This design comes from an exercise in tuning for small area and a short achievable clock period on the open sky130 flow, not from production work.

Design goertzel_filter, start of the top module:
module goertzel_filter
  (input  [13:0] input_signal,
   input  clk,
   input  rst,
   output [39:0] magnitude);
  reg [17:0] q1, q2;
  reg [34:0] mag;
  assign magnitude = {5'b00000, mag};
  wire [19:0] q1x3 = {{2{q1[17]}}, q1} + {q1[17], q1, 1'b0};
  wire n1 = ~input_signal[11];
  wire n2 = ~input_signal[12];
  wire n3 = ~input_signal[13];
  wire n4 = ~input_signal[9];
  wire n5 = ~input_signal[10];
  wire s6 = ~(input_signal[5] ^ input_signal[2]);
  wire c7 = input_signal[5] | input_signal[2];
  wire s8, c9;
  gz_fa us8 (.a(input_signal[6]), .b(input_signal[3]), .c(input_signal[1]), .s(s8), .co(c9));
  wire s10 = ~(input_signal[7] ^ input_signal[4]);
  wire c11 = input_signal[7] | input_signal[4];
  wire s12 = ~(input_signal[8] ^ input_signal[5]);
  wire c13 = input_signal[8] | input_signal[5];
  wire s14, c15;
  gz_ha us14 (.a(input_signal[4]), .b(input_signal[1]), .s(s14), .co(c15));
  wire s16, c17;
  gz_fa us16 (.a(input_signal[0]), .b(n2), .c(n5), .s(s16), .co(c17));
  wire s18, c19;
  gz_fa us18 (.a(n3), .b(n1), .c(c7), .s(s18), .co(c19));
  wire s20, c21;
  gz_fa us20 (.a(input_signal[2]), .b(n2), .c(s10), .s(s20), .co(c21));
  wire s22, c23;
  gz_fa us22 (.a(input_signal[3]), .b(n3), .c(s12), .s(s22), .co(c23));
  wire s24, c25;
  gz_fa us24 (.a(input_signal[9]), .b(input_signal[6]), .c(input_signal[4]), .s(s24), .co(c25));
  wire s26 = ~(input_signal[10] ^ input_signal[7]);
  wire c27 = input_signal[10] | input_signal[7];
  wire s28 = ~(input_signal[11] ^ input_signal[8]);
  wire c29 = input_signal[11] | input_signal[8];
  wire s30, c31;
  gz_ha us30 (.a(n1), .b(n4), .s(s30), .co(c31));
  wire s32, c33;
  gz_fa us32 (.a(s6), .b(c15), .c(s16), .s(s32), .co(c33));
  wire s34, c35;
  gz_fa us34 (.a(s8), .b(c17), .c(s18), .s(s34), .co(c35));
  wire s36, c37;
  gz_fa us36 (.a(c9), .b(c19), .c(s20), .s(s36), .co(c37));
  wire s38, c39;
  gz_fa us38 (.a(c11), .b(c21), .c(s22), .s(s38), .co(c39));
  wire s40, c41;
  gz_fa us40 (.a(c13), .b(s24), .c(c23), .s(s40), .co(c41));
  wire s42, c43;
  gz_fa us42 (.a(input_signal[5]), .b(s26), .c(c25), .s(s42), .co(c43));
  wire s44, c45;
  gz_fa us44 (.a(input_signal[6]), .b(s28), .c(c27), .s(s44), .co(c45));
  wire n46 = ~q1[17];
  wire n47 = ~q1x3[7];
  wire n48 = ~q1x3[8];
  wire n49 = ~q1x3[9];
  wire n50 = ~q1x3[10];
  wire n51 = ~q1x3[11];
  wire n52 = ~q1x3[12];
  ...
Size in the first run: about 1,900 cells after synthesis, about 56 I/O pins, ~0.022 mm² of cells after synthesis.
==> flow/config.mk <==
export PLATFORM = sky130hd
export DESIGN_NAME = goertzel_filter
export DESIGN_NICKNAME = goertzel_filter
export VERILOG_FILES = /design/flow/design.v
export SDC_FILE = /design/flow/constraint.sdc
export NUM_CORES = 4
export LEC_CHECK = 0
export CAP_MARGIN = 20
export CORE_MARGIN = 2
export CORE_UTILIZATION = 55
export CTS_BUF_LIST = sky130_fd_sc_hd__clkbuf_8
export CTS_CLUSTER_SIZE = 40
export SLEW_MARGIN = 20
export SYNTH_HIERARCHICAL = 1
export SYNTH_MINIMUM_KEEP_SIZE = 0
export TNS_END_PERCENT = 10
==> flow/constraint.sdc <==
create_clock -name core_clock -period 45.0 [get_ports {clk}]
set_input_delay 9.0000 -clock core_clock [delete_from_list [all_inputs] [get_ports {clk}]]
set_output_delay 9.0000 -clock core_clock [all_outputs]
set_load 0.01 [all_outputs]
standard.sh (not shown) runs the stock make flow with config.mk's settings and CLKGATE_MAP_FILE= SYNTH_SCRIPT=/design/flow/synth_recipe.tcl, a recipe that flattens the netlist after the stock synthesis.
==> flow/flow/run.sh <==
#!/bin/bash
set -euo pipefail
bash standard.sh SETUP_SLACK_MARGIN=28.5 finish > orfs_make.log 2>&1
The first run finished clean.
Next try:
==> flow/flow/run.sh (replaced) <==
#!/bin/bash
set -euo pipefail
bash standard.sh SETUP_SLACK_MARGIN=28 finish > orfs_make.log 2>&1
CTS_BUF_LIST = not set   (was sky130_fd_sc_hd__clkbuf_8)
CTS_CLUSTER_SIZE = not set   (was 40)
TNS_END_PERCENT = not set   (was 10)
=>
- The new run produced a clean layout
- utilization came out lower by 0.63 points
- synthesized area stays the same
- count of clock-buffer cells in the layout came out higher by 1
Next try:
==> flow/flow/run.sh (replaced) <==
#!/bin/bash
set -euo pipefail
bash standard.sh SETUP_SLACK_MARGIN=28.5 finish > orfs_make.log 2>&1
TNS_END_PERCENT = 10   (was not set)
=>
- die area does not change
- utilization increases by 0.75 points
- final cell count barely changes
- sequential cell count does not change
- area after synthesis is unchanged
- routed wire length increases by 2.3%
- hold slack hardly moves
- global-route usage increases by 0.35 points
- via count increases by 1.7%
- worst setup slack improved by 0.33 ns
No run of this note included a check of the RTL's function; only the layout flow was run.

what the ideal ports hide:
No port has a modelled driver above. Below, the same layouts with a new extraction and two added sets of constraints. Step 1 sets driving cells, clkbuf_16 on the clock port and buf_2 on the other inputs (assumed; they add their load-dependent delay and slew). Step 2 times the ports against the registers' clock, not the clock port: input delays grow and output delays shrink by t, the midpoint of the rising clock arrivals with the driver on. Three values: ideal ports, drivers, drivers and shift; two values: the first two.
run	shift t [ns]	setup WS [ns]	worst setup path at the end
the first run	0.484	28.545 / 28.548 / 28.063	input to register
the second run	0.434	28.207 / 28.206 / 27.771	input to register
the third run	0.434	28.540 / 28.546 / 28.112	input to register
After both steps every run listed still meets setup and hold. The setup slack of the first run, which loses most, moves by +0.003 ns with the drivers and by -0.482 ns with both steps.
